Source: an optimization exercise on an open RTL-to-GDS flow (aim: small area). Production flows keep margins and buffers that such runs may drop. The RTL was checked by simulation tests, not by an equivalence proof against the original design. The clock port is modelled as an ideal driver; clocking choices that lean on that would not hold on a real chip. No activity file was given, so power comes from the tool's default toggle rates.

### design/flow/config.mk
export PLATFORM = sky130hd
export DESIGN_NAME = hft
export DESIGN_NICKNAME = hft
export VERILOG_FILES = /design/flow/design.v
export SDC_FILE = /design/flow/constraint.sdc
export NUM_CORES = 4
export LEC_CHECK = 0
export CAP_MARGIN = 20
export CORE_MARGIN = 2
export CORE_UTILIZATION = 40
export SLEW_MARGIN = 20
### design/flow/flow/clkins.tcl
# Drive the clock sinks from NB buffers of type BUF, each feeding the sinks of
# one vertical slice of the placement, placed at that group's centroid.
proc clk_insert {BUF NB} {
  set block [ord::get_db_block]
  set clknet [$block findNet clk]
  set master [[ord::get_db] findMaster $BUF]
  set sinks {}
  foreach it [$clknet getITerms] {
    set loc [[$it getInst] getLocation]
    lappend sinks [list [lindex $loc 0] [lindex $loc 1] $it]
  }
  set sinks [lsort -integer -index 0 $sinks]
  set n [llength $sinks]
  for {set g 0} {$g < $NB} {incr g} {
    set lo [expr {$g * $n / $NB}]
    set hi [expr {($g + 1) * $n / $NB - 1}]
    set inst [odb::dbInst_create $block $master clkbuf_root_$g]
    set net [odb::dbNet_create $block clknet_root_$g]
    $net setSigType CLOCK
    set sx 0; set sy 0; set k 0
    foreach s [lrange $sinks $lo $hi] {
      set it [lindex $s 2]
      $it disconnect
      $it connect $net
      set sx [expr {$sx + [lindex $s 0]}]; set sy [expr {$sy + [lindex $s 1]}]; incr k
    }
    [$inst findITerm A] connect $clknet
    [$inst findITerm X] connect $net
    $inst setLocation [expr {$sx / $k}] [expr {$sy / $k}]
    $inst setPlacementStatus PLACED
  }
}
### design/flow/flow/run.sh
#!/bin/bash
# Own layout flow: the standard synthesis, then the combinational logic of
# its netlist is re-mapped by ABC for area (registers, their names and cell
# types untouched), then the standard layout steps from the synthesized
# netlist on.
set -euo pipefail
W=$PWD
R=$W/orfs/results/sky130hd/hft/base
LIB=$FLOW_HOME/platforms/sky130hd/lib/sky130_fd_sc_hd__tt_025C_1v80.lib

bash standard.sh synth > standard_synth.log 2>&1

cp $R/1_2_yosys.v $W/std_synth_netlist.v
cat > $W/remap.ys <<EOS
read_liberty -ignore_miss_func $LIB
setattr -mod -set keep_hierarchy 1 sky130_fd_sc_hd__dfxtp_1 sky130_fd_sc_hd__edfxtp_1
read_verilog $W/std_synth_netlist.v
hierarchy -top hft
flatten
rename -hide w:*.*
opt_clean
abc -script $W/flow/area.abc -liberty $LIB $(cat $W/flow/dontuse.txt)
opt_clean
hilomap -singleton -hicell sky130_fd_sc_hd__conb_1 HI -locell sky130_fd_sc_hd__conb_1 LO
setattr -mod -set blackbox 1 sky130_fd_sc_hd__*
tee -o $W/remap_stat.log stat -liberty $LIB
write_verilog -noattr -nohex -nodec $W/remap_netlist.v
EOS
yosys -l $W/remap.log -s $W/remap.ys > /dev/null 2>&1

cp $W/remap_netlist.v $R/1_2_yosys.v
rm -f $R/1_synth.odb $R/1_synth.sdc

bash standard.sh place > standard_place.log 2>&1

# Clock tree: a few clkbuf_8 placed by hand, each driving the flip-flops of
# one slice of the placement; the CTS step then finds no net to buffer.
cat > $W/clkins_run.tcl <<EOS
read_db $R/3_place.odb
read_liberty $LIB
read_sdc $R/3_place.sdc
source $FLOW_HOME/platforms/sky130hd/setRC.tcl
source $W/flow/clkins.tcl
clk_insert sky130_fd_sc_hd__clkbuf_8 \$::env(NBUF)
detailed_placement
set_propagated_clock [all_clocks]
estimate_parasitics -placement
set mx 0
foreach p [get_pins -hierarchical */CLK] { set s [get_property \$p slew_max]; if {\$s > \$mx} {set mx \$s} }
puts "MAXCLKSLEW \$mx"
if {\$mx <= 0.105} { write_db $R/3_place_clk.odb }
EOS
for nb in 2 3 4; do
  NBUF=$nb openroad -no_init -exit $W/clkins_run.tcl > $W/clkins_$nb.log 2>&1
  if [[ -f $R/3_place_clk.odb ]]; then break; fi
done
mv $R/3_place_clk.odb $R/3_place.odb

export CTS_ARGS="-clk_nets clk -repair_clock_nets -dont_use_dummy_load -buf_list sky130_fd_sc_hd__clkbuf_8"
bash standard.sh finish > standard_finish.log 2>&1
### design/flow/flow/area.abc
strash
&get -n
&fraig -x
&put
dc2
dc2
&get -n
&dch -f
&nf -a -R 1000
&put
### design/flow/constraint.sdc
create_clock -name core_clock -period 10.0 [get_ports {clk}]
set_input_delay 2.0000 -clock core_clock [delete_from_list [all_inputs] [get_ports {clk}]]
set_output_delay 2.0000 -clock core_clock [all_outputs]
set_load 0.01 [all_outputs]
### design/flow/flow/dontuse.txt
-dont_use sky130_fd_sc_hd__lpflow_bleeder_1 -dont_use sky130_fd_sc_hd__lpflow_clkbufkapwr_1 -dont_use sky130_fd_sc_hd__lpflow_clkbufkapwr_16 -dont_use sky130_fd_sc_hd__lpflow_clkbufkapwr_2 -dont_use sky130_fd_sc_hd__lpflow_clkbufkapwr_4 -dont_use sky130_fd_sc_hd__lpflow_clkbufkapwr_8 -dont_use sky130_fd_sc_hd__lpflow_clkinvkapwr_1 -dont_use sky130_fd_sc_hd__lpflow_clkinvkapwr_16 -dont_use sky130_fd_sc_hd__lpflow_clkinvkapwr_2 -dont_use sky130_fd_sc_hd__lpflow_clkinvkapwr_4 -dont_use sky130_fd_sc_hd__lpflow_clkinvkapwr_8 -dont_use sky130_fd_sc_hd__lpflow_decapkapwr_12 -dont_use sky130_fd_sc_hd__lpflow_decapkapwr_3 -dont_use sky130_fd_sc_hd__lpflow_decapkapwr_4 -dont_use sky130_fd_sc_hd__lpflow_decapkapwr_6 -dont_use sky130_fd_sc_hd__lpflow_decapkapwr_8 -dont_use sky130_fd_sc_hd__lpflow_inputiso0n_1 -dont_use sky130_fd_sc_hd__lpflow_inputiso0p_1 -dont_use sky130_fd_sc_hd__lpflow_inputiso1n_1 -dont_use sky130_fd_sc_hd__lpflow_inputiso1p_1 -dont_use sky130_fd_sc_hd__lpflow_inputisolatch_1 -dont_use sky130_fd_sc_hd__lpflow_isobufsrc_1 -dont_use sky130_fd_sc_hd__lpflow_isobufsrc_16 -dont_use sky130_fd_sc_hd__lpflow_isobufsrc_2 -dont_use sky130_fd_sc_hd__lpflow_isobufsrc_4 -dont_use sky130_fd_sc_hd__lpflow_isobufsrc_8 -dont_use sky130_fd_sc_hd__lpflow_isobufsrckapwr_16 -dont_use sky130_fd_sc_hd__lpflow_lsbuf_lh_hl_isowell_tap_1 -dont_use sky130_fd_sc_hd__lpflow_lsbuf_lh_hl_isowell_tap_2 -dont_use sky130_fd_sc_hd__lpflow_lsbuf_lh_hl_isowell_tap_4 -dont_use sky130_fd_sc_hd__lpflow_lsbuf_lh_isowell_4 -dont_use sky130_fd_sc_hd__lpflow_lsbuf_lh_isowell_tap_1 -dont_use sky130_fd_sc_hd__lpflow_lsbuf_lh_isowell_tap_2 -dont_use sky130_fd_sc_hd__lpflow_lsbuf_lh_isowell_tap_4 -dont_use sky130_fd_sc_hd__probe_p_8 -dont_use sky130_fd_sc_hd__probec_p_8 
### design/flow/design.v
module hft(
  input  clk,
  input  rst_n,
  input  rx,
  output tx
);
  localparam [7:0] RP      = 8'b10101010;
  localparam [7:0] K_START = 8'he6;     
  localparam [7:0] T_RX    = 8'he2;     
  localparam [7:0] T_TX    = 8'haa;     
  reg [3:0] rph;
  reg [7:0] rq;
  wire [7:0] r = rq ^ RP;
  wire rterm = ({r[7:6], r[4:0]} == {T_RX[7:6], T_RX[4:0]});
  wire ridle = (rph == 4'd0);
  wire [2:0] ridx = rph[2:0];
  wire samp = rph[3] && rterm;               
  wire bev  = (rph == 4'd2) && rterm;        
  always @(posedge clk) begin
    rq <= (ridle ? K_START : {r[6:0], r[7] ^ r[4]}) ^ RP;
    if (!rst_n) begin
      rph <= 4'd0;
    end else begin
      case (rph)
        4'd0: if (!rx) rph <= 4'd1;
        4'd1: if (rterm) rph <= rx ? 4'd0 : 4'd8;
        4'd2: if (rterm) rph <= 4'd3;
        4'd3: rph <= 4'd0;
        4'd15: if (rterm) rph <= 4'd2;
        default: if (rterm) rph <= {1'b1, ridx[2] ^ (ridx[1] & ridx[0]), ridx[1] ^ ridx[0], ~ridx[0]};
      endcase
    end
  end
  reg [2:0] pg;
  reg [1:0] ps;
  reg       ok;         
  reg       gt, lt;     
  reg       buy;        
  wire g0 = ~pg[2] & ~pg[0];
  wire chk_start = g0 & ps[0];
  wire chk_addr  = g0 & ~ps[0];
  wire chk_stop  = pg[2] & ~pg[1];
  wire exp_bit   = chk_start ? ridx[2] : chk_stop ? ~ridx[2] : 1'b0;
  wire vol       = pg[2] & pg[1];
  wire kbit      = ridx[0] & ~ridx[2];       
  wire accept    = bev && chk_stop && ok;
  always @(posedge clk) begin
    if (ridle && chk_start) ok <= 1'b1;
    else if (samp && (g0 || chk_stop) && (rx != exp_bit)) ok <= 1'b0;
    if (samp && vol) begin
      case (ps)
        2'b00: begin                         
          if (rx != kbit) begin gt <= rx; lt <= ~rx; end
          else if (ridx == 3'd0) begin gt <= 1'b0; lt <= 1'b0; end
        end
        2'b01: if (rx) begin gt <= 1'b1; lt <= 1'b0; end    
        default: if (rx && !lt) gt <= 1'b1;                 
      endcase
    end
    if (bev && pg == 3'b111 && ps == 2'b10) buy <= gt;
    if (!rst_n) begin
      pg <= 3'b000;
      ps <= 2'b11;
    end else if (bev) begin
      if (chk_start) begin
        if (ok) ps <= 2'b10;
      end else if (chk_stop) begin
        pg <= 3'b000;
        ps <= 2'b11;
      end else begin
        ps <= {ps[0], ~ps[1]};
        if (ps == 2'b10) pg <= {pg[1:0], ~pg[2]};
      end
    end
  end
  reg [3:0] tph;
  reg [2:0] tby;
  reg [7:0] t;
  wire tterm = ({t[7:2], t[0]} == {T_TX[7:2], T_TX[0]});
  wire tidle = (tph == 4'd0);
  wire tgap  = (tph == 4'd6);
  reg dbit;
  always @(*) begin
    case ({tby, tph[2:0]})
      {3'd0, 3'd7}: dbit = 1'b1;
      {3'd2, 3'd0}: dbit = gt & ~buy;
      {3'd2, 3'd1}: dbit = buy;
      {3'd3, 3'd0}: dbit = 1'b1;
      {3'd7, 3'd0}: dbit = 1'b1;
      default:      dbit = 1'b0;
    endcase
  end
  assign tx = tph[3] ? dbit : (tph != 4'd7);
  always @(posedge clk) begin
    t <= {t[6:0], tidle ? r[0] : (t[7] ^ (t[4] & ~tgap))};
    if (!rst_n) begin
      tph <= 4'd0;
    end else if (accept) begin
      tph <= 4'd5;
      tby <= 3'd0;
    end else if (tterm) begin
      case (tph)
        4'd0: ;
        4'd1: begin
          tph <= (tby == 3'd7) ? 4'd0 : 4'd6;
          tby <= {tby[2] ^ (tby[1] & tby[0]), tby[1] ^ tby[0], ~tby[0]};
        end
        4'd5, 4'd6: tph <= 4'd7;
        4'd7: tph <= 4'd8;
        4'd15: tph <= 4'd1;
        default: tph <= {1'b1, tph[2] ^ (tph[1] & tph[0]), tph[1] ^ tph[0], ~tph[0]};
      endcase
    end
  end
endmodule
### design/flow/standard.sh
#!/bin/bash
# synth_recipe.tcl (not shown) runs the flow's synth.tcl, then flattens the netlist and writes it again
# the make line also repeats each setting of config.mk as NAME=value (left out here)
make -C /OpenROAD-flow-scripts/flow DESIGN_CONFIG=/design/flow/config.mk WORK_HOME=/design/flow/orfs CLKGATE_MAP_FILE= SYNTH_SCRIPT=/design/flow/synth_recipe.tcl "${@:-finish}"
==> qor.txt, run 1 <==
WORST SETUP PATH
----------------------------------------------------------------------------------------
FF-to-FF path depth                                                                    6
Source of the worst register-to-register timing path                        rq[4]$_SDFF_PP0_
Setup crit end kind                                                         primary output
R2r setup slk                                                                    7.53 ns
Startpoint types                                                               flip-flop
Critical R2R Capture                                                        tby[2]$_SDFFCE_PP0P_
Worst setup path class                                                      flip-flop to primary output
Maximum net fanout on the critical path                                               10
Required @ worst endpoint                                                        8.00 ns
Data arrival time of the worst path                                              2.30 ns

WORST HOLD PATH
----------------------------------------------------------------------------------------
Endpoint, Worst Hold                                                        t[2]$_DFF_P_
Hold_sp                                                                     t[1]$_DFF_P_
Type of the worst min-delay path                                            flip-flop to flip-flop
Worst hold path stage count                                                            0

YOSYS
----------------------------------------------------------------------------------------
Post-Syn Area                                                                 1495 sq um
Yosys Warn Count                                                                       1
Synthesized Nets                                                                     165
Post-Synthesis Mean Instance Area                                            9.230 sq um
Number of cells produced by synthesis                                                162

FINAL LAYOUT
----------------------------------------------------------------------------------------
Share of final-layout standard cells stronger than drive strength 1              0.04070
Final layout net count                                                               177
Antenna diode instance count                                                           0
Relative area change from synthesis to final layout                               12.05%

RUN STATUS
----------------------------------------------------------------------------------------
Outcome                                                         timing/DRC/antenna clean

FLOORPLANNING
----------------------------------------------------------------------------------------
Starting density of the core                                                      0.4115
Die area                                                                      4243 sq um
Area of the core                                                              3633 sq um
Number of standard-cell rows in the floorplan                                         22
Die outline height                                                              65.14 um
Die X                                                                           65.14 um
IO Count                                                                               4

STA
----------------------------------------------------------------------------------------
Headroom to the max-slew limit                                                    0.3768
Portion of the clock cycle consumed by the worst path in the final layout         0.4298
Time the final worst path needs with I/O delays and setup                       4.298 ns
Total count of hold-check failures in the final report                                 0
Final worst clock skew                                                        0.01265 ns
Achievable frequency                                                          0.2327 GHz
Final-report setup violation count                                                     0
Total Negative Setup Slacks                                                         0 ns
Number of pins exceeding their max-slew limit in the final report                      0
Tightest Pin Transition                                                        0.9262 ns
Unrepaired setup endpoints after global routing                                    false

GLOBAL ROUTE
----------------------------------------------------------------------------------------
Overflow left after global routing                                                     0
Global-route usage over all layers                                                0.1467
Antenna violations before repair                                                       0
First-pass GRT wire length                                                       4995 um
Via count of the first global-routing pass                                          1134
Pin count of the biggest net entering global routing                                  16

ROUTING
----------------------------------------------------------------------------------------
Average via count per standard cell                                                5.432
Average wire per cell in the routed design                                      12.80 um
# DRC                                                                                  0
Total number of vias                                                                1195
TritonRoute pass-1 iters                                                               4
Sum of routed wire length over all layers                                        2817 um
Violation count after the first detailed-route iteration                              90
Count of antenna-violating nets left after detailed routing                            0

PWR
----------------------------------------------------------------------------------------
Net switching power of the design                                               102.3 uW
Gate power share                                                                   0.170
Total Power Consumption                                                         366.2 uW
Largest vdd supply drop                                                         122.4 uV
Power Internal                                                                  263.9 uW
Leakage                                                                        0.5955 nW
Power per Cell Area                                                         218.6 nW/um^2
Switching power share of the total                                                0.2794
Clk network pwr share                                                              0.269
Power share of the sequential group                                                0.561

CLOCK TREE
----------------------------------------------------------------------------------------
CTS resizes                                                                            0
CTS clk-pin slew, worst paths                                                    0.08 ns
CTS tree                                                                            done
Number of buffers inserted for hold repair after clock tree synthesis                  0
Number of setup buffers added after CTS                                                0
Skew-Pair Late Insertion Delay                                                   0.37 ns
CTS Buf Count                                                                          3

PLACEMENT
----------------------------------------------------------------------------------------
Number of input and output port buffers inserted                                       3
Placer's final routability congestion estimate                                    0.8469
Detailed Place HPWL                                                              2074 um

JOB
----------------------------------------------------------------------------------------
# Max-Cap Violations                                                                   0

state kept, by name, indices dropped and copies added (netlist names):
register  flops
rph           4
buy           1
t             8
ok            1
pg            3
rq            8
ps            2
lt            1
gt            1
tph           4
tby           3
worst max-delay path, cell delays in order, from the launching register on:
cell and delay [ns]:
sky130_fd_sc_hd__dfxtp_1 0.51, sky130_fd_sc_hd__and3_1 0.26, sky130_fd_sc_hd__nand2_1 0.09, sky130_fd_sc_hd__o32a_1 0.30, sky130_fd_sc_hd__o221ai_1 0.19, sky130_fd_sc_hd__clkdlybuf4s50_1 0.57
layer usage:
| layer | vias to the layer above | wire length, um | global-route usage |
|---|---|---|---|
| li1 | 624 | - | - |
| met4 | 0 | 24 | 0.03385 |
| met3 | 4 | 60 | 0.04110 |
| met5 | - | 0 | 0 |
| met1 | 556 | 1404 | 0.1930 |
| met2 | 11 | 1327 | 0.2410 |
placed cells by master, fill, tap and decap left out, types with 2 or more instances in the layout:
| cell | instances |
|---|---|
| sky130_fd_sc_hd__xnor2_1 | 2 |
| sky130_fd_sc_hd__nor3b_1 | 5 |
| sky130_fd_sc_hd__nor4b_1 | 2 |
| sky130_fd_sc_hd__a21oi_1 | 9 |
| sky130_fd_sc_hd__dfxtp_1 | 30 |
| sky130_fd_sc_hd__xor2_1 | 2 |
| sky130_fd_sc_hd__o21ai_0 | 11 |
| sky130_fd_sc_hd__or2_0 | 3 |
| sky130_fd_sc_hd__nor2b_1 | 4 |
| sky130_fd_sc_hd__nand3_1 | 9 |
| sky130_fd_sc_hd__clkbuf_8 | 6 |
| sky130_fd_sc_hd__nor4_1 | 2 |
| sky130_fd_sc_hd__o211ai_1 | 2 |
| sky130_fd_sc_hd__nand4_1 | 2 |
| sky130_fd_sc_hd__nand2_1 | 17 |
| sky130_fd_sc_hd__nor2_1 | 17 |
| sky130_fd_sc_hd__clkinv_1 | 3 |
| sky130_fd_sc_hd__a211oi_1 | 2 |
| sky130_fd_sc_hd__and3_1 | 3 |
| sky130_fd_sc_hd__o32a_1 | 2 |
| sky130_fd_sc_hd__nand2b_1 | 5 |
| sky130_fd_sc_hd__clkdlybuf4s50_1 | 3 |
| sky130_fd_sc_hd__or4_1 | 3 |
| sky130_fd_sc_hd__edfxtp_1 | 6 |
| sky130_fd_sc_hd__nor3_1 | 7 |
| sky130_fd_sc_hd__a31oi_1 | 2 |
stage by stage:
step | worst slack, ns | hold slack, ns | cells | instance area (sq um) | util
5_1_grt | 5.534 | 0.3557 | 220 | 1675 | 0.4611
2_1_floorplan | 6.741 | 0.3096 | 162 | 1495 | -
3_3_place_gp | 5.982 | 0.3137 | 214 | 1593 | 0.4384
4_1_cts | 5.691 | 0.3533 | 220 | 1675 | 0.4611
6_report | 5.702 | 0.3467 | 220 | 1675 | 0.4611
3_5_place_dp | 5.854 | 0.3233 | 214 | 1593 | 0.4384
worst max path at each step:
stage                                 endpoint  slack [ns]                start
after floorplan               gt$_SDFFCE_PP1P_        6.74                   rx
after global placement    tby[2]$_SDFFCE_PP0P_        5.98                rst_n
after detailed placement  tby[1]$_SDFFCE_PP0P_        5.85                rst_n
after CTS                                   tx        5.69  tph[2]$_SDFFE_PN0P_
after global routing                        tx        5.53  tph[2]$_SDFFE_PN0P_
final                                       tx        5.70  tph[2]$_SDFFE_PN0P_
cell type report:
class,count,area [sq um]
flip-flops and latches,36,780.7
inverters,3,11.26
fillers,387,1958
clock buffers,3,41.29
plain buffers,3,41.29
well taps,48,60.06
repair buffers,4,37.54
multi-input cells,123,703.2
power by group through the flow:
| stage | registers [mW] | clock network, mW | logic, mW |
|---|---|---|---|
| after floorplan | 0.203 | 0 | 0.0499 |
| after CTS | 0.206 | 0.104 | 0.0629 |
| after detailed placement | 0.209 | 0 | 0.0626 |
| after global placement | 0.207 | 0 | 0.0612 |
| after global routing | 0.211 | 0.107 | 0.0703 |
| final | 0.205 | 0.0985 | 0.0624 |
==> run 2, diff against run 1 <==
--- a/design/flow/flow/run.sh
+++ b/design/flow/flow/run.sh
@@ -30,3 +30,12 @@
 
-cp $W/remap_netlist.v $R/1_2_yosys.v
+# Check that the re-mapped logic equals the standard netlist's (flip-flops cut
+# into ports, then a SAT proof); keep the standard netlist otherwise.
+python3 $W/flow/cut.py $W/std_synth_netlist.v $W/cec_a.v
+python3 $W/flow/cut.py $W/remap_netlist.v $W/cec_b.v
+if yosys -l $W/cec.log -p "read_liberty -ignore_miss_func $LIB; read_verilog $W/cec_a.v; rename hft gold; read_verilog $W/cec_b.v; rename hft gate; miter -equiv -flatten -make_assert gold gate miter; hierarchy -top miter; flatten; opt -fast; sat -verify -prove-asserts miter" > /dev/null 2>&1; then
+  cp $W/remap_netlist.v $R/1_2_yosys.v
+  echo "remapped netlist used" > $W/cec_result.log
+else
+  echo "equivalence check failed: standard netlist kept" > $W/cec_result.log
+fi
 rm -f $R/1_synth.odb $R/1_synth.sdc
@@ -35,4 +44,4 @@
 
-# Clock tree: a few clkbuf_8 placed by hand, each driving the flip-flops of
-# one slice of the placement; the CTS step then finds no net to buffer.
+# Clock tree by hand (flow/clkins.tcl): a root buffer and two or more
+# clkbuf_8 leaves; the CTS step then finds no net to buffer.
 cat > $W/clkins_run.tcl <<EOS
@@ -43,3 +52,3 @@
 source $W/flow/clkins.tcl
-clk_insert sky130_fd_sc_hd__clkbuf_8 \$::env(NBUF)
+clk_insert sky130_fd_sc_hd__clkbuf_1 sky130_fd_sc_hd__clkbuf_8 \$::env(NBUF)
 detailed_placement
@@ -50,3 +59,3 @@
 puts "MAXCLKSLEW \$mx"
-if {\$mx <= 0.105} { write_db $R/3_place_clk.odb }
+if {\$mx <= 0.118} { write_db $R/3_place_clk.odb }
 EOS
==> design/flow/flow/area.abc (replaced) <==
strash
dc2
&get -n
&deepsyn -T 20
&put
&get -n
&dch -f
&nf -a -R 1000
&put
==> design/flow/flow/clkins.tcl (replaced) <==
# Clock tree by hand: the clock port drives one root buffer (RBUF), which
# drives NB leaf buffers (BUF); each leaf feeds the flip-flops of one vertical
# slice of the placement and sits at their centroid. The port's net then has
# a single sink, so the CTS step leaves it alone.
proc clk_insert {RBUF BUF NB} {
  set block [ord::get_db_block]
  set clknet [$block findNet clk]
  set sinks {}
  foreach it [$clknet getITerms] {
    set loc [[$it getInst] getLocation]
    lappend sinks [list [lindex $loc 0] [lindex $loc 1] $it]
  }
  set sinks [lsort -integer -index 0 $sinks]
  set n [llength $sinks]
  set rnet [odb::dbNet_create $block clknet_root]
  $rnet setSigType CLOCK
  set tx 0; set ty 0
  for {set g 0} {$g < $NB} {incr g} {
    set lo [expr {$g * $n / $NB}]
    set hi [expr {($g + 1) * $n / $NB - 1}]
    set inst [odb::dbInst_create $block [[ord::get_db] findMaster $BUF] clkbuf_leaf_$g]
    set net [odb::dbNet_create $block clknet_leaf_$g]
    $net setSigType CLOCK
    set sx 0; set sy 0; set k 0
    foreach s [lrange $sinks $lo $hi] {
      set it [lindex $s 2]
      $it disconnect
      $it connect $net
      set sx [expr {$sx + [lindex $s 0]}]; set sy [expr {$sy + [lindex $s 1]}]; incr k
    }
    [$inst findITerm A] connect $rnet
    [$inst findITerm X] connect $net
    $inst setLocation [expr {$sx / $k}] [expr {$sy / $k}]
    $inst setPlacementStatus PLACED
    set tx [expr {$tx + $sx / $k}]; set ty [expr {$ty + $sy / $k}]
  }
  set root [odb::dbInst_create $block [[ord::get_db] findMaster $RBUF] clkbuf_root]
  [$root findITerm A] connect $clknet
  [$root findITerm X] connect $rnet
  $root setLocation [expr {$tx / $NB}] [expr {$ty / $NB}]
  $root setPlacementStatus PLACED
}
==> design/flow/flow/cut.py (new file) <==
# Combinational view of a netlist for the equivalence check in run.sh: each
# flip-flop becomes a top-level input (its Q) and outputs (its D and DE).
# cut.py in.v out.v : replace flop instances by top-level ports (combinational view)
import re,sys
s=open(sys.argv[1]).read()
m=re.search(r'module hft\((.*?)\);',s,re.S)
ports=[]; decl=[]; assigns=[]
def repl(mo):
    typ,name,body=mo.group(1),mo.group(2),mo.group(3)
    conns=dict(re.findall(r'\.(\w+)\(([^()]*)\)',body))
    key=re.sub(r'[^A-Za-z0-9_]','_',name.strip().lstrip('\\'))
    out=[]
    for p,n in conns.items():
        n=n.strip()
        if p=='CLK': continue
        if p=='Q':
            ports.append(f'ffq_{key}'); decl.append(f'  input ffq_{key};'); out.append(f'  assign {n} = ffq_{key} ;')
        else:
            ports.append(f'ffd_{p}_{key}'); decl.append(f'  output ffd_{p}_{key};'); out.append(f'  assign ffd_{p}_{key} = {n} ;')
    return '\n'.join(out)+'\n'
s=re.sub(r'sky130_fd_sc_hd__(e?dfxtp_\d)\s+(\\\S+\s|\S+)\s*\((.*?)\);',repl,s,flags=re.S)
ports.sort()
s=s.replace(m.group(0),'module hft('+m.group(1)+', '+', '.join(ports)+');\n'+'\n'.join(decl),1)
open(sys.argv[2],'w').write(s)
==> run 2 against run 1 <==
Worst setup slack better by 0.44 ns. Wire length is 11% lower. Via count is 6.1% lower. Combinational power is 85% lower. Clock skew is 0.0097 ns lower. Critical endpoint unchanged. Highest routed layer unchanged.
==> qor.txt, run 2 <==
WORST HOLD PATH
----------------------------------------------------------------------------------------
Endpoint, Worst Hold                                                        t[2]$_DFF_P_
Hold_sp                                                                     t[1]$_DFF_P_
Type of the worst min-delay path                                            flip-flop to flip-flop
Worst hold path stage count                                                            0   unchanged

STA
----------------------------------------------------------------------------------------
Final worst clock skew                                                       0.002935 ns   -0.009713 ns
Headroom to the max-slew limit                                                    0.4279   +0.05105
Total Negative Setup Slacks                                                         0 ns   unchanged
Portion of the clock cycle consumed by the worst path in the final layout         0.3861   -0.04367
Total count of hold-check failures in the final report                                 0   unchanged
Tightest Pin Transition                                                        0.8517 ns   -0.07458 ns
Unrepaired setup endpoints after global routing                                    false
Time the final worst path needs with I/O delays and setup                       3.861 ns   -0.4367 ns
Final-report setup violation count                                                     0   unchanged
PnR worst setup slack                                                           6.139 ns   +0.4367 ns
Number of pins exceeding their max-slew limit in the final report                      0   unchanged
Achievable frequency                                                          0.2590 GHz   +11%

ROUTING
----------------------------------------------------------------------------------------
TritonRoute pass-1 iters                                                               4   unchanged
Count of antenna-violating nets left after detailed routing                            0   unchanged
# DRC                                                                                  0   unchanged
Average wire per cell in the routed design                                      11.53 um   -10%
Violation count after the first detailed-route iteration                              64   -29%
Average via count per standard cell                                                5.171   -4.8%
Total number of vias                                                                1122   -6.1%
Sum of routed wire length over all layers                                        2502 um   -11%

WORST SETUP PATH
----------------------------------------------------------------------------------------
Maximum net fanout on the critical path                                                7   -3
Required @ worst endpoint                                                        8.00 ns   about the same
Source of the worst register-to-register timing path                        rq[4]$_SDFF_PP0_
R2r setup slk                                                                    6.91 ns   -0.62 ns
Data arrival time of the worst path                                              1.86 ns   -0.44 ns
Critical R2R Capture                                                        tby[0]$_SDFFCE_PP0P_
Worst setup path class                                                      flip-flop to primary output
Setup crit end kind                                                         primary output
FF-to-FF path depth                                                                    8   +2
Startpoint types                                                               flip-flop

FINAL LAYOUT
----------------------------------------------------------------------------------------
Share of final-layout standard cells stronger than drive strength 1              0.01754   -0.02315
Layout filler cell count                                                             344   -11%
Total area of multi-input combinational cells                                653.1 sq um   -7.1%
Combined flip-flop and latch cell area                                       780.7 sq um   unchanged
Relative area change from synthesis to final layout                               8.628%
Largest registers                                                           rq: 8 flops, t: 8 flops
Most common cell after layout, fill and taps aside                          sky130_fd_sc_hd__dfxtp_1
Antenna diode instance count                                                           0   unchanged
Final layout net count                                                               176   -0.56%
Commonest non-fill, non-tap cells in the layout                             sky130_fd_sc_hd__dfxtp_1 (30), sky130_fd_sc_hd__nor2_1 (26), sky130_fd_sc_hd__nand2_1 (20)
Summed area of non-filler cells in the final layout                           1575 sq um   -6.0%
Post-layout instance count excluding filler cells                                    217   -1.4%

GLOBAL ROUTE
----------------------------------------------------------------------------------------
Global-route usage over all layers                                                0.1241   -0.02261
Overflow left after global routing                                                     0   unchanged
Via count of the first global-routing pass                                          1003   -12%
Antenna violations before repair                                                       0   unchanged
First-pass GRT wire length                                                       4353 um   -13%
Pin count of the biggest net entering global routing                                  19   +3

YOSYS
----------------------------------------------------------------------------------------
Yosys Warn Count                                                                       1   unchanged
Synthesized Nets                                                                     168   +1.8%
Number of cells produced by synthesis                                                165   +1.9%
Post-Synthesis Mean Instance Area                                            8.789 sq um   -4.8%
Post-Syn Area                                                                 1450 sq um   -3.0%

FLOORPLANNING
----------------------------------------------------------------------------------------
IO Count                                                                               4   unchanged
Die area                                                                      4123 sq um   -2.8%
Die X                                                                           64.21 um   -1.4%
Area of the core                                                              3416 sq um   -6.0%
Number of standard-cell rows in the floorplan                                         21   -4.5%
Starting density of the core                                                      0.4245   +0.01304
Die outline height                                                              64.21 um   -1.4%

PLACEMENT
----------------------------------------------------------------------------------------
Instance count after placement with tap cells included                               214   unchanged
Placer's final routability congestion estimate                                    0.7849   -7.3%
Number of input and output port buffers inserted                                       3   unchanged
Detailed Place HPWL                                                              1851 um   -11%
Place WS                                                                        6.248 ns   +0.3939 ns
Post-DP Area                                                                  1538 sq um   -3.5%

PWR
----------------------------------------------------------------------------------------
Total Power Consumption                                                         224.8 uW   -39%
Largest vdd supply drop                                                         97.92 uV   -20%
Leakage                                                                        0.5659 nW   -5.0%
Power per Cell Area                                                         142.7 nW/um^2   -35%

CLOCK TREE
----------------------------------------------------------------------------------------
Skew-Pair Late Insertion Delay                                                   0.35 ns   -0.02 ns
CTS clk-pin slew, worst paths                                                    0.10 ns   +0.02 ns
Number of setup buffers added after CTS                                                0   unchanged
CTS resizes                                                                            0   unchanged
Number of buffers inserted for hold repair after clock tree synthesis                  0   unchanged

RUN STATUS
----------------------------------------------------------------------------------------
Outcome                                                         timing/DRC/antenna clean

JOB
----------------------------------------------------------------------------------------
# Max-Cap Violations                                                                   0   unchanged

-- run 2: cell count changes in the layout (fill, tap and decap cells not counted), moves of 3 or more --
cell / before / now
sky130_fd_sc_hd__a21oi_1: 9 / 12
sky130_fd_sc_hd__clkinv_1: 3 / 6
sky130_fd_sc_hd__nand2_1: 17 / 20
sky130_fd_sc_hd__nor2_1: 17 / 26
sky130_fd_sc_hd__or2_0: 3 / 0
sky130_fd_sc_hd__nor3b_1: 5 / 0
sky130_fd_sc_hd__clkbuf_8: 6 / 2
-- run 2: final cells by class --
class / count / share of cell area
Buffer: 3 / 0.01986
Inverter: 6 / 0.01430
Multi-Input combinational cell: 123 / 0.4146
Sequential cell: 36 / 0.4956
Tap cell: 46 / 0.03654
Timing Repair Buffer: 3 / 0.01906
-- run 2: how the worst max path moves through the flow --
stage / startpoint / endpoint / slack, ns / cells past startpoint
final: tby[0]$_SDFFCE_PP0P_ / tx / 6.14 / 4
after global placement: rx / lt$_SDFFCE_PP0P_ / 6.37 / 6
after CTS: rx / gt$_SDFFCE_PP1P_ / 6.25 / 6
after detailed placement: rx / gt$_SDFFCE_PP1P_ / 6.25 / 6
after floorplan: rx / gt$_SDFFCE_PP1P_ / 6.98 / 5
after global routing: tby[0]$_SDFFCE_PP0P_ / tx / 6.01 / 4
-- run 2: power breakdown --
group          leakage, nW  total [mW]  internal [mW]  switching (mW)
Combinational        0.254     0.00951        0.00407         0.00544
Clock               0.0156      0.0577         0.0198          0.0379
Sequential           0.296       0.158          0.153         0.00418
Total                0.566       0.225          0.177          0.0475
-- run 2: stage by stage --
step	util	hold WS, ns
finish	0.4612	0.3402
detailed placement	0.4502	0.3196
floorplan	-	0.3096
global placement	0.4502	0.3135
global route	0.4612	0.3623
CTS	0.4593	0.3192
-- run 2: critical path, stage by stage (launching register included) --
cell and delay, ns:
sky130_fd_sc_hd__edfxtp_1 0.51, sky130_fd_sc_hd__o21ai_0 0.21, sky130_fd_sc_hd__o2111ai_1 0.13, sky130_fd_sc_hd__o211ai_1 0.11
sky130_fd_sc_hd__clkdlybuf4s50_1 0.56
-- run 2: routing by layer --
layer / share of wire / vias up / GRT usage / wire length [um]
met3: 0.021 / 2 / 0.01232 / 52
li1: - / 602 / - / -
met5: 0 / - / 0 / 0
met2: 0.47 / 8 / 0.2253 / 1177
met4: 0.0048 / 0 / 0.007979 / 12
met1: 0.50 / 510 / 0.1665 / 1260
==> run 3, diff against run 2 <==
--- a/design/flow/flow/run.sh
+++ b/design/flow/flow/run.sh
@@ -42,2 +42,4 @@
 
+# Port buffers as in the standard flow, but the smallest buffer cell.
+export BUFFER_PORTS_ARGS="-buffer_cell sky130_fd_sc_hd__buf_1"
 bash standard.sh place > standard_place.log 2>&1
==> run 3 against run 2 <==
Largest power group unchanged. Critical endpoint unchanged. Total power grew 0.62%. Combinational power shrank 5.2%. Critical path type unchanged. Via count grew 3.0%. Still clean. Highest routed layer unchanged. Sequential share of layout area grew 0.60 points. Clock power grew 3.5%.
==> qor.txt, run 3 <==
RUN STATUS
----------------------------------------------------------------------------------------
Outcome                                                         timing/DRC/antenna clean

PWR
----------------------------------------------------------------------------------------
Power per Cell Area                                                         145.3 nW/um^2   +1.8%
Leakage                                                                        0.5572 nW   -1.5%
Largest vdd supply drop                                                         143.5 uV   +47%
Total Power Consumption                                                         226.2 uW   +0.62%

FINAL LAYOUT
----------------------------------------------------------------------------------------
Share of final-layout standard cells stronger than drive strength 1              0.01754   unchanged
Final layout net count                                                               176   unchanged
Relative area change from synthesis to final layout                               7.334%
Commonest non-fill, non-tap cells in the layout                             sky130_fd_sc_hd__dfxtp_1 (30), sky130_fd_sc_hd__nor2_1 (26), sky130_fd_sc_hd__nand2_1 (20)
Largest registers                                                           rq: 8 flops, t: 8 flops
Most common cell after layout, fill and taps aside                          sky130_fd_sc_hd__dfxtp_1
Antenna diode instance count                                                           0   unchanged
Layout filler cell count                                                             365   +6.1%

STA
----------------------------------------------------------------------------------------
Achievable frequency                                                          0.2870 GHz   +11%
Total Negative Setup Slacks                                                         0 ns   unchanged
Unrepaired setup endpoints after global routing                                    false
Final worst clock skew                                                       0.004163 ns   +0.001227 ns
Time the final worst path needs with I/O delays and setup                       3.485 ns   -0.3764 ns
Headroom to the max-slew limit                                                    0.4980   +0.07018
Tightest Pin Transition                                                        0.7472 ns   -0.1045 ns
Final-report setup violation count                                                     0   unchanged
Portion of the clock cycle consumed by the worst path in the final layout         0.3485   -0.03764
PnR worst setup slack                                                           6.515 ns   +0.3764 ns
Worst hold margin                                                              0.3453 ns   +0.005168 ns
Total count of hold-check failures in the final report                                 0   unchanged
Number of pins exceeding their max-slew limit in the final report                      0   unchanged

WORST SETUP PATH
----------------------------------------------------------------------------------------
Maximum net fanout on the critical path                                                7   unchanged
CP max stage cell                                                           sky130_fd_sc_hd__edfxtp_1
Startpoint types                                                               flip-flop
Required @ worst endpoint                                                        8.00 ns   about the same
Setup crit end kind                                                         primary output
Worst setup path class                                                      flip-flop to primary output
Critical path, cell by cell                                                 o21ai_0 > o2111ai_1 > o211ai_1 > buf_1
Data arrival time of the worst path                                              1.48 ns   -0.38 ns
Peak per-stage delay on the critical path                                        0.50 ns   -0.06 ns

CLOCK TREE
----------------------------------------------------------------------------------------
Number of buffers inserted for hold repair after clock tree synthesis                  0   unchanged
CTS resizes                                                                            0   unchanged
CTS clk-pin slew, worst paths                                                    0.11 ns   about the same
Number of setup buffers added after CTS                                                0   unchanged
Skew-Pair Late Insertion Delay                                                   0.36 ns   about the same

GLOBAL ROUTE
----------------------------------------------------------------------------------------
Overflow left after global routing                                                     0   unchanged
First-pass GRT wire length                                                       4491 um   +3.2%
Via count of the first global-routing pass                                          1053   +5.0%
Antenna violations before repair                                                       0   unchanged
Pin count of the biggest net entering global routing                                  19   unchanged
Global-route usage over all layers                                                0.1286   +0.004507

ROUTING
----------------------------------------------------------------------------------------
Routed wl met2                                                                   1284 um   +9.1%
Met1 wire length                                                                 1209 um   -4.0%
Violation count after the first detailed-route iteration                             111   +73%
# DRC                                                                                  0   unchanged
Average via count per standard cell                                                5.327   +3.0%
Total number of vias                                                                1156   +3.0%
Count of antenna-violating nets left after detailed routing                            0   unchanged
TritonRoute pass-1 iters                                                               4   unchanged
Highest routed layer                                                                met4
Routed length on met3                                                              94 um   +81%
Average wire per cell in the routed design                                      11.99 um   +4.0%
Sum of routed wire length over all layers                                        2601 um   +4.0%

JOB
----------------------------------------------------------------------------------------
# Max-Cap Violations                                                                   0   unchanged

YOSYS
----------------------------------------------------------------------------------------
Yosys Warn Count                                                                       1   unchanged
Synthesized Nets                                                                     168   unchanged
Post-Syn Area                                                                 1450 sq um   unchanged
Post-Synthesis Mean Instance Area                                            8.789 sq um   unchanged
Number of cells produced by synthesis                                                165   unchanged

FLOORPLANNING
----------------------------------------------------------------------------------------
Die area                                                                      4123 sq um   unchanged
Area of the core                                                              3416 sq um   unchanged
Number of standard-cell rows in the floorplan                                         21   unchanged
Starting density of the core                                                      0.4245   unchanged
Die X                                                                           64.21 um   unchanged
Die outline height                                                              64.21 um   unchanged
IO Count                                                                               4   unchanged

PLACEMENT
----------------------------------------------------------------------------------------
Number of input and output port buffers inserted                                       3   unchanged
Detailed Place HPWL                                                              1862 um   +0.57%
Placer's final routability congestion estimate                                    0.8109   +3.3%
Place WS                                                                        6.626 ns   +0.3780 ns

WORST HOLD PATH
----------------------------------------------------------------------------------------
Type of the worst min-delay path                                            flip-flop to flip-flop

[run 3: critical path: cells and delay by family (launching register included)]
family                 cells  cell delay [ns]
DFF                        1             0.50
buffers and inverters      1             0.17
AOI/OAI and AO/OA          3             0.46
[run 3: cell type report]
class,count,area [sq um],area share
plain buffers,3,31.28,0.02010
inverters,6,22.52,0.01447
multi-input cells,123,653.1,0.4196
flip-flops and latches,36,780.7,0.5016
well taps,46,57.56,0.03698
repair buffers,3,11.26,0.007235
[run 3: path summary, 6_finish.rpt]
path,start,to,slack (ns),cells past startpoint
worst min-delay path,t[1]$_DFF_P_,t[2]$_DFF_P_,0.35,0
worst min register to register,t[1]$_DFF_P_,t[2]$_DFF_P_,0.35,0
worst max-delay path,tby[0]$_SDFFCE_PP0P_,tx,6.52,4
worst max register to register,rq[4]$_SDFF_PP0_,tby[1]$_SDFFCE_PP0P_,6.97,8
[run 3: where the power goes]
part           leakage [nW]  internal (mW)  switching, mW  total, mW
clock network        0.0156         0.0198         0.0398     0.0597
logic                 0.245        0.00355        0.00548    0.00902
registers             0.296          0.153        0.00409      0.158
total                 0.557          0.177         0.0494      0.226
[run 3: layer usage]
layer,vias to the layer above,track usage
met5,-,0
met4,0,0.01064
met3,2,0.01585
met2,19,0.2331
met1,533,0.1700
li1,602,-
[run 3: stage by stage]
| stage | cell area (sq um) | instances | utilization |
|---|---|---|---|
| after global placement | 1519 | 214 | 0.4447 |
| after detailed placement | 1519 | 214 | 0.4447 |
| after CTS | 1550 | 217 | 0.4538 |
| after global routing | 1556 | 217 | 0.4557 |
| after floorplan | 1450 | 165 | - |
| final | 1556 | 217 | 0.4557 |
==> run 4, diff against run 3 <==
--- a/design/flow/design.v
+++ b/design/flow/design.v
@@ -75,2 +75,14 @@
   end
+  localparam [3:0] IDLE = 4'd15;
+  localparam [3:0] PRE = 4'd0;
+  localparam [3:0] START = 4'd1;
+  localparam [3:0] D0 = 4'd2;
+  localparam [3:0] D1 = 4'd3;
+  localparam [3:0] D2 = 4'd4;
+  localparam [3:0] D3 = 4'd5;
+  localparam [3:0] D4 = 4'd6;
+  localparam [3:0] D5 = 4'd7;
+  localparam [3:0] D6 = 4'd8;
+  localparam [3:0] D7 = 4'd9;
+  localparam [3:0] STOP = 4'd10;
   reg [3:0] tph;
@@ -79,16 +91,20 @@
   wire tterm = ({t[7:2], t[0]} == {T_TX[7:2], T_TX[0]});
-  wire tidle = (tph == 4'd0);
-  wire tgap  = (tph == 4'd6);
+  wire tidle = (tph == IDLE);
+  wire tgap  = (tph == PRE) && (tby != 3'd0);
   reg dbit;
   always @(*) begin
-    case ({tby, tph[2:0]})
-      {3'd0, 3'd7}: dbit = 1'b1;
-      {3'd2, 3'd0}: dbit = gt & ~buy;
-      {3'd2, 3'd1}: dbit = buy;
-      {3'd3, 3'd0}: dbit = 1'b1;
-      {3'd7, 3'd0}: dbit = 1'b1;
-      default:      dbit = 1'b0;
+    dbit = 1'b0;
+    case (tph)
+      START: dbit = 1'b0;
+      D0: dbit = (tby == 3'd2) ? (gt & ~buy) : (tby[1:0] == 2'b11);
+      D1: dbit = (tby == 3'd2) & buy;
+      D7: dbit = (tby == 3'd0);
+      D2, D3, D4, D5, D6: dbit = 1'b0;
+      default: dbit = 1'b1;
     endcase
   end
-  assign tx = tph[3] ? dbit : (tph != 4'd7);
+  assign tx = dbit;
+  wire tinc = tterm && (tph == STOP);
+  always @(posedge clk)
+    tby <= accept ? 3'd0 : tby ^ {tinc & tby[1] & tby[0], tinc & tby[0], tinc};
   always @(posedge clk) begin
@@ -96,17 +112,22 @@
     if (!rst_n) begin
-      tph <= 4'd0;
+      tph <= IDLE;
     end else if (accept) begin
-      tph <= 4'd5;
-      tby <= 3'd0;
+      tph <= PRE;
     end else if (tterm) begin
       case (tph)
-        4'd0: ;
-        4'd1: begin
-          tph <= (tby == 3'd7) ? 4'd0 : 4'd6;
-          tby <= {tby[2] ^ (tby[1] & tby[0]), tby[1] ^ tby[0], ~tby[0]};
+        IDLE: ;
+        STOP: begin
+          tph <= (tby == 3'd7) ? IDLE : PRE;
         end
-        4'd5, 4'd6: tph <= 4'd7;
-        4'd7: tph <= 4'd8;
-        4'd15: tph <= 4'd1;
-        default: tph <= {1'b1, tph[2] ^ (tph[1] & tph[0]), tph[1] ^ tph[0], ~tph[0]};
+        PRE: tph <= START;
+        START: tph <= D0;
+        D7: tph <= STOP;
+        D0: tph <= D1;
+        D1: tph <= D2;
+        D2: tph <= D3;
+        D3: tph <= D4;
+        D4: tph <= D5;
+        D5: tph <= D6;
+        D6: tph <= D7;
+        default: ;
       endcase
--- a/design/flow/flow/run.sh
+++ b/design/flow/flow/run.sh
@@ -13,3 +13,10 @@
 cp $R/1_2_yosys.v $W/std_synth_netlist.v
-cat > $W/remap.ys <<EOS
+
+# Re-map with ABC (deepsyn then area mapping) from four random seeds in
+# parallel; each result is checked against the standard netlist (flip-flops
+# cut into ports, then a SAT proof) and the smallest that passes is used.
+remap() {
+  local S=$1
+  printf 'strash\ndc2\n&get -n\n&deepsyn -T 20 -S %s\n&put\n&get -n\n&dch -f\n&nf -a -R 1000\n&put\n' $S > $W/area_$S.abc
+  cat > $W/remap_$S.ys <<EOS
 read_liberty -ignore_miss_func $LIB
@@ -21,3 +28,3 @@
 opt_clean
-abc -script $W/flow/area.abc -liberty $LIB $(cat $W/flow/dontuse.txt)
+abc -script $W/area_$S.abc -liberty $LIB $(cat $W/flow/dontuse.txt)
 opt_clean
@@ -25,16 +32,21 @@
 setattr -mod -set blackbox 1 sky130_fd_sc_hd__*
-tee -o $W/remap_stat.log stat -liberty $LIB
-write_verilog -noattr -nohex -nodec $W/remap_netlist.v
+tee -o $W/remap_stat_$S.log stat -liberty $LIB
+write_verilog -noattr -nohex -nodec $W/remap_netlist_$S.v
 EOS
-yosys -l $W/remap.log -s $W/remap.ys > /dev/null 2>&1
-
-# Check that the re-mapped logic equals the standard netlist's (flip-flops cut
-# into ports, then a SAT proof); keep the standard netlist otherwise.
+  yosys -l $W/remap_$S.log -s $W/remap_$S.ys > /dev/null 2>&1 || return 0
+  python3 $W/flow/cut.py $W/remap_netlist_$S.v $W/cec_b_$S.v
+  if yosys -l $W/cec_$S.log -p "read_liberty -ignore_miss_func $LIB; read_verilog $W/cec_a.v; rename hft gold; read_verilog $W/cec_b_$S.v; rename hft gate; miter -equiv -flatten -make_assert gold gate miter; hierarchy -top miter; flatten; opt -fast; sat -verify -prove-asserts miter" > /dev/null 2>&1; then
+    echo "$(grep 'Chip area' $W/remap_stat_$S.log | awk '{print $NF}') $S" >> $W/remap_ok.log
+  fi
+}
 python3 $W/flow/cut.py $W/std_synth_netlist.v $W/cec_a.v
-python3 $W/flow/cut.py $W/remap_netlist.v $W/cec_b.v
-if yosys -l $W/cec.log -p "read_liberty -ignore_miss_func $LIB; read_verilog $W/cec_a.v; rename hft gold; read_verilog $W/cec_b.v; rename hft gate; miter -equiv -flatten -make_assert gold gate miter; hierarchy -top miter; flatten; opt -fast; sat -verify -prove-asserts miter" > /dev/null 2>&1; then
-  cp $W/remap_netlist.v $R/1_2_yosys.v
-  echo "remapped netlist used" > $W/cec_result.log
+: > $W/remap_ok.log
+for S in 1 2 3 4; do remap $S & done
+wait
+BEST=$(sort -n $W/remap_ok.log | head -1 | awk '{print $2}')
+if [[ -n "$BEST" ]]; then
+  cp $W/remap_netlist_$BEST.v $R/1_2_yosys.v
+  echo "remapped netlist from seed $BEST used" > $W/cec_result.log
 else
-  echo "equivalence check failed: standard netlist kept" > $W/cec_result.log
+  echo "no remapped netlist passed the check: standard netlist kept" > $W/cec_result.log
 fi
removed: design/flow/flow/area.abc
==> run 4 against run 3 <==
Sequential power hardly changed. Sequential share of layout area hardly changed. Hold slack hardly changed. Synthesized cell count is 4.8% lower. Maximum frequency is 0.25% lower. Worst setup slack worse by 0.0086 ns. Final area is 3.9% lower. Combinational power is about 10% lower. Clock skew is 0.0013 ns higher. Sequential cell count stayed put. Critical path type unchanged. Largest cell class unchanged. Largest power group unchanged.
==> qor.txt, run 4 <==
STA
----------------------------------------------------------------------------------------
Achievable frequency                                                          0.2863 GHz   -0.25%
Final worst clock skew                                                       0.005476 ns   +0.001313 ns
Headroom to the max-slew limit                                                    0.3920   -0.1060
Number of pins exceeding their max-slew limit in the final report                      0   unchanged
Total Negative Setup Slacks                                                         0 ns   unchanged
Tightest Pin Transition                                                        0.9050 ns   +0.1578 ns
Final-report setup violation count                                                     0   unchanged
Total count of hold-check failures in the final report                                 0   unchanged
Portion of the clock cycle consumed by the worst path in the final layout         0.3493   +0.0008590
Time the final worst path needs with I/O delays and setup                       3.493 ns   +0.008590 ns
Unrepaired setup endpoints after global routing                                    false

JOB
----------------------------------------------------------------------------------------
# Max-Cap Violations                                                                   0   unchanged

WORST SETUP PATH
----------------------------------------------------------------------------------------
Peak per-stage delay on the critical path                                        0.37 ns   -0.13 ns
Maximum net fanout on the critical path                                                6   -1
Setup crit end kind                                                         primary output
Count of buffer and inverter cells on the critical path                                1   unchanged
Kind of cell adding the most delay to the critical path                       flip-flops
FF-to-FF path depth                                                                    8   unchanged
Data arrival time of the worst path                                              1.49 ns   about the same
Critical R2R Capture                                                        buy$_DFFE_PP_
R2r setup slk                                                                    6.91 ns   -0.06 ns
Source of the worst register-to-register timing path                        rq[4]$_SDFF_PP0_
Worst setup path class                                                      flip-flop to primary output
Startpoint types                                                               flip-flop
CP max stage cell                                                           sky130_fd_sc_hd__dfxtp_1
Required @ worst endpoint                                                        8.00 ns   about the same
Critical path, cell by cell                                                 nor3_1 > a211oi_1 > a22oi_1 > buf_1

GLOBAL ROUTE
----------------------------------------------------------------------------------------
Antenna violations before repair                                                       0   unchanged
Global-route usage over all layers                                                0.1245   -0.004146
Pin count of the biggest net entering global routing                                  19   unchanged
First-pass GRT wire length                                                       4236 um   -5.7%
Overflow left after global routing                                                     0   unchanged
Via count of the first global-routing pass                                          1014   -3.7%

ROUTING
----------------------------------------------------------------------------------------
Sum of routed wire length over all layers                                        2527 um   -2.8%
Average via count per standard cell                                                5.325   about the same
Total number of vias                                                                1113   -3.7%
# DRC                                                                                  0   unchanged
Average wire per cell in the routed design                                      12.09 um   +0.87%
Count of antenna-violating nets left after detailed routing                            0   unchanged
TritonRoute pass-1 iters                                                               4   unchanged
Violation count after the first detailed-route iteration                              47   -58%

PWR
----------------------------------------------------------------------------------------
Switching power share of the total                                                0.2194   +0.0009909
Power share of the sequential group                                                0.695   about the same
Gate power share                                                                   0.036   -0.004
Net switching power of the design                                               48.92 uW   -0.96%
Largest vdd supply drop                                                         98.98 uV   -31%
Power per Cell Area                                                         149.0 nW/um^2   +2.6%
Power Internal                                                                  174.1 uW   -1.5%
Clk network pwr share                                                              0.269   +0.005
Leakage                                                                        0.5532 nW   -0.72%

FLOORPLANNING
----------------------------------------------------------------------------------------
IO Count                                                                               4   unchanged
Area of the core                                                              3337 sq um   -2.3%
Starting density of the core                                                      0.4184   -0.006094
Die outline height                                                              63.09 um   -1.8%
Die area                                                                      3980 sq um   -3.5%
Die X                                                                           63.09 um   -1.8%
Number of standard-cell rows in the floorplan                                         21   unchanged

CLOCK TREE
----------------------------------------------------------------------------------------
Skew-Pair Late Insertion Delay                                                   0.37 ns   about the same
Number of buffers inserted for hold repair after clock tree synthesis                  0   unchanged
Number of setup buffers added after CTS                                                0   unchanged
CTS clk-pin slew, worst paths                                                    0.10 ns   about the same
CTS resizes                                                                            0   unchanged

FINAL LAYOUT
----------------------------------------------------------------------------------------
Commonest non-fill, non-tap cells in the layout                             sky130_fd_sc_hd__dfxtp_1 (33), sky130_fd_sc_hd__nor2_1 (25), sky130_fd_sc_hd__nand2_1 (19)
Share of final-layout standard cells stronger than drive strength 1              0.01227   -0.005274
Most common cell after layout, fill and taps aside                          sky130_fd_sc_hd__dfxtp_1
Post-layout instance count excluding filler cells                                    209   -3.7%
Final layout net count                                                               168   -4.5%
Largest registers                                                           rq: 8 flops, t: 8 flops
Layout filler cell count                                                             360   -1.4%
Antenna diode instance count                                                           0   unchanged
Relative area change from synthesis to final layout                               7.169%

PLACEMENT
----------------------------------------------------------------------------------------
Number of input and output port buffers inserted                                       3   unchanged
Instance count after placement with tap cells included                               206   -3.7%
Detailed Place HPWL                                                              1875 um   +0.72%
Placer's final routability congestion estimate                                    0.8120   +0.14%

YOSYS
----------------------------------------------------------------------------------------
Synthesized Nets                                                                     160   -4.8%
Post-Syn Area                                                                 1396 sq um   -3.7%
Yosys Warn Count                                                                       1   unchanged
Post-Synthesis Mean Instance Area                                            8.894 sq um   +1.2%
Number of cells produced by synthesis                                                157   -4.8%

RUN STATUS
----------------------------------------------------------------------------------------
Outcome                                                         timing/DRC/antenna clean

WORST HOLD PATH
----------------------------------------------------------------------------------------
Type of the worst min-delay path                                            flip-flop to flip-flop
Worst hold path stage count                                                            0   unchanged
Hold_sp                                                                     t[1]$_DFF_P_
Endpoint, Worst Hold                                                        t[2]$_DFF_P_

[run 4: changes by cell type in the layout (fill, tap and decap cells not counted), moves of 2 or more]
cell and change:
sky130_fd_sc_hd__edfxtp_1 -3, sky130_fd_sc_hd__or3_1 -2, sky130_fd_sc_hd__dfxtp_1 +3, sky130_fd_sc_hd__a211oi_1 -2
sky130_fd_sc_hd__o211ai_1 -2, sky130_fd_sc_hd__nand2b_1 -2
[run 4: layout make-up]
type | instances | area [sq um] | share of cell area
Sequential cell | 36 | 750.7 | 0.5017
Multi-Input combinational cell | 115 | 623.1 | 0.4164
Tap cell | 46 | 57.56 | 0.03846
Buffer | 3 | 31.28 | 0.02090
Inverter | 6 | 22.52 | 0.01505
Timing Repair Buffer | 3 | 11.26 | 0.007525
[run 4: power by group through the flow]
stage	Clock, mW	Combinational (mW)	Sequential [mW]
after floorplan	0	0.00577	0.157
after global placement	0	0.00807	0.158
after detailed placement	0	0.00817	0.158
after CTS	0.0445	0.00823	0.158
after global routing	0.0684	0.00932	0.156
final	0.0600	0.00810	0.155
[run 4: through the flow]
| step | worst slack [ns] | power (mW) | area, sq um | utilization | hold slack, ns |
|---|---|---|---|---|---|
| 6_report | 6.507 | 0.2230 | 1496 | 0.4484 | 0.3451 |
| 3_3_place_gp | 6.896 | 0.1659 | 1465 | 0.4391 | 0.3130 |
| 2_1_floorplan | 7.060 | 0.1627 | 1396 | - | 0.3096 |
| 4_1_cts | 6.856 | 0.2111 | 1496 | 0.4484 | 0.3240 |
| 3_5_place_dp | 6.850 | 0.1664 | 1465 | 0.4391 | 0.3240 |
| 5_1_grt | 6.322 | 0.2336 | 1496 | 0.4484 | 0.3631 |
[run 4: worst max path at each step]
stage,from,end,slack [ns],cells after the start
2_1_floorplan,tby[0]$_SDFF_PN0_,tx,7.06,3
3_3_place_gp,rx,gt$_SDFFCE_PP1P_,6.90,5
3_5_place_dp,rx,gt$_SDFFCE_PP1P_,6.85,5
4_1_cts,rx,gt$_SDFFCE_PP1P_,6.86,5
5_1_grt,tph[0]$_SDFFE_PN1P_,tx,6.32,5
6_report,tby[0]$_SDFF_PN0_,tx,6.51,4
[run 4: worst register-to-register path, delay by kind of cell, from the launching register on]
kind | cells | cell delay, ns
AND/OR/NAND/NOR | 6 | 1.96
multiplexers | 1 | 0.31
flip-flops | 1 | 0.34
AO/OA/AOI/OAI | 1 | 0.22
[run 4: routing by layer]
layer | up-vias | global-route usage | share of wire
met5 | - | 0 | 0
met4 | 0 | 0.01389 | 0.0063
met3 | 2 | 0.01250 | 0.029
met2 | 15 | 0.2287 | 0.49
met1 | 523 | 0.1616 | 0.47
li1 | 573 | - | -
==> run 5, diff against run 4 <==
--- a/design/flow/design.v
+++ b/design/flow/design.v
@@ -37,3 +37,2 @@
   reg       gt, lt;     
-  reg       buy;        
   wire g0 = ~pg[2] & ~pg[0];
@@ -49,8 +48,10 @@
     else if (samp && (g0 || chk_stop) && (rx != exp_bit)) ok <= 1'b0;
-    if (samp && vol) begin
+    if (bev && pg == 3'b011 && ps == 2'b10) begin
+      gt <= 1'b0;
+      lt <= 1'b0;
+    end else if (bev && pg == 3'b111 && ps == 2'b10) begin
+      lt <= gt;
+    end else if (samp && vol && !(gt && lt)) begin
       case (ps)
-        2'b00: begin                         
-          if (rx != kbit) begin gt <= rx; lt <= ~rx; end
-          else if (ridx == 3'd0) begin gt <= 1'b0; lt <= 1'b0; end
-        end
+        2'b00: if (rx != kbit) begin gt <= rx; lt <= ~rx; end   
         2'b01: if (rx) begin gt <= 1'b1; lt <= 1'b0; end    
@@ -59,3 +60,2 @@
     end
-    if (bev && pg == 3'b111 && ps == 2'b10) buy <= gt;
     if (!rst_n) begin
@@ -98,4 +98,4 @@
       START: dbit = 1'b0;
-      D0: dbit = (tby == 3'd2) ? (gt & ~buy) : (tby[1:0] == 2'b11);
-      D1: dbit = (tby == 3'd2) & buy;
+      D0: dbit = (tby == 3'd2) ? (gt & ~lt) : (tby[1:0] == 2'b11);
+      D1: dbit = (tby == 3'd2) & gt & lt;
       D7: dbit = (tby == 3'd0);
==> run 5 against run 4 <==
First-iteration DRC count rose by 110%. Sequential share of layout area fell by 1.9 points. Area after synthesis fell by 3.1%. Clock power fell by 3.7%. Hold slack got worse by 0.0039 ns. Total power fell by 3.6%. Synthesized cell count fell by 1.9%. Die area fell by 2.9%. Final area fell by 2.9%. Maximum frequency fell by 3.5%. Sequential cell count fell by 1. Critical path type unchanged. Highest routed layer unchanged.
==> qor.txt, run 5 <==
ROUTING
----------------------------------------------------------------------------------------
Highest routed layer                                                                met4
TritonRoute pass-1 iters                                                               5   +1
Routed wl met2                                                                   1065 um   -14%
Routed length on met3                                                              67 um   -9.5%
Average wire per cell in the routed design                                      11.67 um   -3.5%
Sum of routed wire length over all layers                                        2403 um   -4.9%
Total number of vias                                                                1069   -4.0%
Met1 wire length                                                                 1235 um   +3.0%
Average via count per standard cell                                                5.189   -2.6%
# DRC                                                                                  0   unchanged
Count of antenna-violating nets left after detailed routing                            0   unchanged
Violation count after the first detailed-route iteration                              97   +110%

FINAL LAYOUT
----------------------------------------------------------------------------------------
Summed area of non-filler cells in the final layout                           1453 sq um   -2.9%
Relative area change from synthesis to final layout                               7.400%
Antenna diode instance count                                                           0   unchanged
Layout filler cell count                                                             360   unchanged
Commonest non-fill, non-tap cells in the layout                             sky130_fd_sc_hd__dfxtp_1 (35), sky130_fd_sc_hd__nor2_1 (23), sky130_fd_sc_hd__nand2_1 (22)
Most common cell after layout, fill and taps aside                          sky130_fd_sc_hd__dfxtp_1
Final standard cell utilization of the core                                       0.4423   -0.006158
Final layout net count                                                               165   -1.8%
Largest registers                                                           rq: 8 flops, t: 8 flops
Share of final-layout standard cells stronger than drive strength 1              0.01250   +0.0002301

FLOORPLANNING
----------------------------------------------------------------------------------------
Number of standard-cell rows in the floorplan                                         21   unchanged
Die X                                                                           62.15 um   -1.5%
Area of the core                                                              3284 sq um   -1.6%
Die outline height                                                              62.15 um   -1.5%
IO Count                                                                               4   unchanged
Die area                                                                      3863 sq um   -2.9%
Starting density of the core                                                      0.4118   -0.006638

WORST HOLD PATH
----------------------------------------------------------------------------------------
Worst hold path stage count                                                            0   unchanged
Hold_sp                                                                     t[1]$_DFF_P_
Type of the worst min-delay path                                            flip-flop to flip-flop

PLACEMENT
----------------------------------------------------------------------------------------
Number of input and output port buffers inserted                                       3   unchanged
Detailed Place HPWL                                                              1813 um   -3.3%
Placer's final routability congestion estimate                                    0.8245   +1.5%
Post-DP Area                                                                  1421 sq um   -3.0%

STA
----------------------------------------------------------------------------------------
Unrepaired setup endpoints after global routing                                    false
Total Negative Setup Slacks                                                         0 ns   unchanged
Final-report setup violation count                                                     0   unchanged
Achievable frequency                                                          0.2761 GHz   -3.5%
Headroom to the max-slew limit                                                    0.6006   +0.2086
Worst hold margin                                                              0.3412 ns   -0.003859 ns
Tightest Pin Transition                                                        0.5946 ns   -0.3105 ns
Number of pins exceeding their max-slew limit in the final report                      0   unchanged
Total count of hold-check failures in the final report                                 0   unchanged
Portion of the clock cycle consumed by the worst path in the final layout         0.3622   +0.01285
Final worst clock skew                                                       0.006147 ns   +0.0006711 ns
Time the final worst path needs with I/O delays and setup                       3.622 ns   +0.1285 ns

WORST SETUP PATH
----------------------------------------------------------------------------------------
FF-to-FF path depth                                                                    9   +1
Maximum net fanout on the critical path                                                9   +3
Startpoint types                                                               flip-flop
Required @ worst endpoint                                                        8.00 ns   about the same
R2r setup slk                                                                    7.11 ns   +0.20 ns
Setup crit end kind                                                         primary output
Data arrival time of the worst path                                              1.62 ns   +0.13 ns
Origin of the worst setup path                                              tph[1]$_SDFFE_PN1P_
Source of the worst register-to-register timing path                        rq[4]$_SDFF_PP0_
Worst setup path class                                                      flip-flop to primary output

YOSYS
----------------------------------------------------------------------------------------
Post-Synthesis Mean Instance Area                                            8.783 sq um   -1.2%
Number of cells produced by synthesis                                                154   -1.9%
Post-Syn Area                                                                 1353 sq um   -3.1%
Yosys Warn Count                                                                       1   unchanged
Synthesized Nets                                                                     157   -1.9%

GLOBAL ROUTE
----------------------------------------------------------------------------------------
Antenna violations before repair                                                       0   unchanged
Overflow left after global routing                                                     0   unchanged
Global-route usage over all layers                                                0.1315   +0.006999
Pin count of the biggest net entering global routing                                  19   unchanged
Via count of the first global-routing pass                                           989   -2.5%
First-pass GRT wire length                                                       4443 um   +4.9%

JOB
----------------------------------------------------------------------------------------
# Max-Cap Violations                                                                   0   unchanged

CLOCK TREE
----------------------------------------------------------------------------------------
Number of buffers inserted for hold repair after clock tree synthesis                  0   unchanged
Number of setup buffers added after CTS                                                0   unchanged
CTS resizes                                                                            0   unchanged
CTS clk-pin slew, worst paths                                                    0.10 ns   about the same
Skew-Pair Late Insertion Delay                                                   0.39 ns   +0.02 ns

PWR
----------------------------------------------------------------------------------------
Power per Cell Area                                                         147.9 nW/um^2   -0.74%
Leakage                                                                        0.5583 nW   +0.94%
Largest vdd supply drop                                                         110.7 uV   +12%

RUN STATUS
----------------------------------------------------------------------------------------
Outcome                                                         timing/DRC/antenna clean

==> run 5: cell types whose count changed in the layout (fill, tap and decap cells not counted), moves of 2 or more <==
cell / previous run / this run
sky130_fd_sc_hd__a21oi_1: 11 / 8
sky130_fd_sc_hd__o21ai_0: 11 / 9
sky130_fd_sc_hd__a21o_1: 0 / 2
sky130_fd_sc_hd__clkinv_1: 6 / 2
sky130_fd_sc_hd__dfxtp_1: 33 / 35
sky130_fd_sc_hd__edfxtp_1: 3 / 0
sky130_fd_sc_hd__nand2_1: 19 / 22
sky130_fd_sc_hd__o211ai_1: 1 / 3
sky130_fd_sc_hd__a31oi_1: 4 / 0
sky130_fd_sc_hd__o2111ai_1: 2 / 0
sky130_fd_sc_hd__nor2_1: 25 / 23
==> run 5: path summary, 6_finish.rpt <==
path / endpoint
setup / recovery: tx
hold / removal: t[2]$_DFF_P_
setup reg to reg: lt$_SDFFE_PP0P_
hold reg to reg: t[2]$_DFF_P_
==> run 5: stage by stage <==
stage | std cells | setup WS (ns) | total power, mW
6_report | 206 | 6.378 | 0.2149
2_1_floorplan | 154 | 6.953 | 0.1570
5_1_grt | 206 | 6.242 | 0.2266
3_5_place_dp | 203 | 6.797 | 0.1606
3_3_place_gp | 203 | 6.823 | 0.1601
4_1_cts | 206 | 6.801 | 0.2047
==> run 5: per-layer routing <==
| layer | up-vias | global-route usage |
|---|---|---|
| met5 | - | 0 |
| met4 | 0 | 0.01667 |
| met3 | 4 | 0.01268 |
| met2 | 12 | 0.2215 |
| met1 | 489 | 0.1894 |
| li1 | 564 | - |
==> run 5: report_power, final <==
group | switching [mW] | total [mW] | internal [mW]
sequential | 0.00367 | 0.150 | 0.146
clock | 0.0381 | 0.0578 | 0.0197
combinational | 0.00458 | 0.00752 | 0.00294
==> run 5: cell type report <==
type                            instances  area (sq um)  share of cell area
Timing Repair Buffer                    3         11.26            0.007752
Sequential cell                        35         700.7              0.4823
Multi-Input combinational cell        117         644.4              0.4436
Tap cell                               46         57.56             0.03962
Inverter                                2         7.507            0.005168
Buffer                                  3         31.28             0.02153
==> run 5: worst max-delay path: stages (launching register included) <==
cell	delay [ns]
sky130_fd_sc_hd__dfxtp_1	0.40
sky130_fd_sc_hd__or4_1	0.56
sky130_fd_sc_hd__o211ai_1	0.11
sky130_fd_sc_hd__buf_1	0.17

## separate check: timing with driven ports
The flow's constraints put no driver on any port. The routed layouts listed below were extracted and timed again, unchanged, in two steps.
Step 1 sets driving cells, clkbuf_16 on the clock port and buf_2 on the other inputs (assumed; they add their load-dependent delay and slew).
Step 2 moves the port delays by t, midway between the first and last clock arrival at a register: inputs arrive t later, outputs are due t later. That takes back most of the time a late clock gives input paths.
Three values: no drivers, after step 1, after step 2; two values: the first two.
run | t (ns) | slack for setup (ns) | clock arrival spread, ns | slew at the worst register clock pin (ns) | worst data-port slew with drivers (ns)
run 1 | 0.391 | 5.702 / 5.680 / 5.867 | 0.013 / 0.013 | 0.08 / 0.08 | 0.03
run 2 | 0.365 | 6.139 / 6.118 / 6.240 | 0.003 / 0.003 | 0.10 / 0.10 | 0.03
run 3 | 0.382 | 6.515 / 6.495 / 6.604 | 0.004 / 0.004 | 0.11 / 0.11 | 0.03
run 4 | 0.391 | 6.507 / 6.486 / 6.868 | 0.005 / 0.006 | 0.11 / 0.11 | 0.03
run 5 | 0.410 | 6.378 / 6.356 / 6.766 | 0.007 / 0.006 | 0.10 / 0.10 | 0.03
After both steps every run listed still meets setup and hold.
